This is an optimization exercise on Yosys and OpenROAD, whose aim is small area, not a production implementation.
The RTL was checked by simulation tests, not by an equivalence proof against the original design.

==> flow/design.v (excerpt) <==
module pid(
    input               reset_n,             
    input               clock,               
    input       [11:0]  target_angle,
    input       [11:0]  current_angle,
    input               pwm_enable,
    input               pwm_done,
    input               i2c_rd_done,
    input               angle_update,
    input               abort_angle,
    input               enable_stall_chk,
    output              stalled,
    input       [7:0]   kp,
    input       [3:0]   ki,
    input       [3:0]   kd,
    output      [15:0]  debug_signals,
    output reg          angle_done,
    output reg          pwm_update,
    output reg  [7:0]   pwm_ratio,
    output reg          pwm_direction
);
localparam          IDLE    = 2'b00;
localparam          ACCEL   = 2'b01;
localparam          CRUISE  = 2'b10;
localparam          DECEL   = 2'b11;
reg     [1:0]       state;
reg     [5:0]       curr_step;
reg                 rd_done, i2c_rd_done_ff;
reg     [11:0]      delta_angle;         
reg     [2:0]       seq;                 
reg     [12:0]      e;
reg                 ez;
wire    [11:0]      diff = e[11:0];
wire    [3:0]       kdz  = kd & {4{~ez}};
assign stalled = 1'b0;
assign debug_signals = {7'b0, curr_step, pwm_direction, state};
wire    [11:0]      diff_in;
wire    [12:0]      e_new;
wire    [11:0]      orp;
assign orp[0] = 1'b0;
genvar gi;
  ...
==> flow/config.mk <==
export PLATFORM = sky130hd
export DESIGN_NAME = pid
export DESIGN_NICKNAME = pid
export VERILOG_FILES = /design/flow/design.v
export SDC_FILE = /design/flow/constraint.sdc
export NUM_CORES = 4
export LEC_CHECK = 0
export CAP_MARGIN = 20
export CORE_MARGIN = 2
export CORE_UTILIZATION = 75
export CTS_BUF_LIST = sky130_fd_sc_hd__clkbuf_8
export SLEW_MARGIN = 20
export SYNTH_HIERARCHICAL = 1
==> flow/constraint.sdc <==
create_clock -name core_clock -period 12.0 [get_ports {clock}]
set_input_delay 2.4000 -clock core_clock [delete_from_list [all_inputs] [get_ports {clock}]]
set_output_delay 2.4000 -clock core_clock [all_outputs]
set_load 0.01 [all_outputs]
standard.sh (not shown) runs the stock make flow with config.mk's settings and CLKGATE_MAP_FILE= SYNTH_SCRIPT=/design/flow/synth_recipe.tcl, a recipe that flattens the netlist after the stock synthesis.
==> flow/flow/run.sh <==
#!/bin/bash
set -euo pipefail
bash standard.sh BUFFER_PORTS_ARGS="-buffer_cell sky130_fd_sc_hd__buf_1" finish > flow_make.log 2>&1
Then changed:
--- a/flow/config.mk
+++ b/flow/config.mk
@@ -8,5 +8,5 @@
 export CAP_MARGIN = 20
 export CORE_MARGIN = 2
-export CORE_UTILIZATION = 75
+export CORE_UTILIZATION = 60
 export CTS_BUF_LIST = sky130_fd_sc_hd__clkbuf_8
 export SLEW_MARGIN = 20
Outcome: Cell area is higher by 0.59%. Fmax is about the same. Setup slack improves by 14 ps. Via count goes down by 2.6%. Synthesized cell count stays the same. Synthesized area is unchanged. Utilization drops by 16 points. Final cell count rose by 4.0%.


Another version of the RTL of pid (not shown whole).
Size in the first run: roughly 670 cells after synthesis, roughly 50 flip-flops, roughly 76 I/O pins.
==> flow/config.mk <==
export PLATFORM = sky130hd
export DESIGN_NAME = pid
export DESIGN_NICKNAME = pid
export VERILOG_FILES = /design/flow/design.v
export SDC_FILE = /design/flow/constraint.sdc
export NUM_CORES = 4
export LEC_CHECK = 0
export CAP_MARGIN = 20
export CORE_MARGIN = 2
export CORE_UTILIZATION = 40
export CTS_BUF_LIST = sky130_fd_sc_hd__clkbuf_8
export CTS_CLUSTER_DIAMETER = 100
export CTS_CLUSTER_SIZE = 20
export SLEW_MARGIN = 20
export SYNTH_HIERARCHICAL = 1
==> flow/constraint.sdc <==
create_clock -name core_clock -period 12.0 [get_ports {clock}]
set_input_delay 2.4000 -clock core_clock [delete_from_list [all_inputs] [get_ports {clock}]]
set_output_delay 2.4000 -clock core_clock [all_outputs]
set_load 0.01 [all_outputs]
Scripts as last shown in full above: flow/flow/run.sh
The first run produced a clean layout.
Edit:
CTS_CLUSTER_DIAMETER = not set   (was 100)
CTS_CLUSTER_SIZE = not set   (was 20)
Effect: Global-route usage stays the same; count of clock-buffer cells in the layout stays the same.

==> afterwards: timing with drivers on the ports <==
Ports are ideal in the flow. The routed layouts listed here were re-timed in OpenROAD.
Step 1, drivers: a clkbuf_16 drives clock and a buf_2 each remaining input, both assumed.
Step 2, shift: input delay + t, output delay - t, t = (earliest + latest rising clock arrival at the registers) / 2. This alone moves slack from input paths to output paths.
Slacks: ideal ports / drivers / drivers and shift; pairs: ideal ports / drivers.
run | t (ns) | setup slack, ns | clock arrival spread, ns | worst data-port slew with drivers (ns)
the first run of note 1 | 0.334 | 1.623 / 1.606 / 1.272 | 0.009 / 0.010 | 0.05
the second run of note 1 | 0.326 | 1.637 / 1.623 / 1.297 | 0.009 / 0.009 | 0.06
the first run of note 2 | 0.339 | 1.179 / 1.187 / 0.848 | 0.008 / 0.008 | 0.03
the second run of note 2 | 0.339 | 1.179 / 1.187 / 0.848 | 0.008 / 0.008 | 0.03
After both steps setup and hold are still met in every run listed. The setup slack of the first run of note 1, which loses most, moves by -0.017 ns with the drivers and by -0.351 ns with both steps.
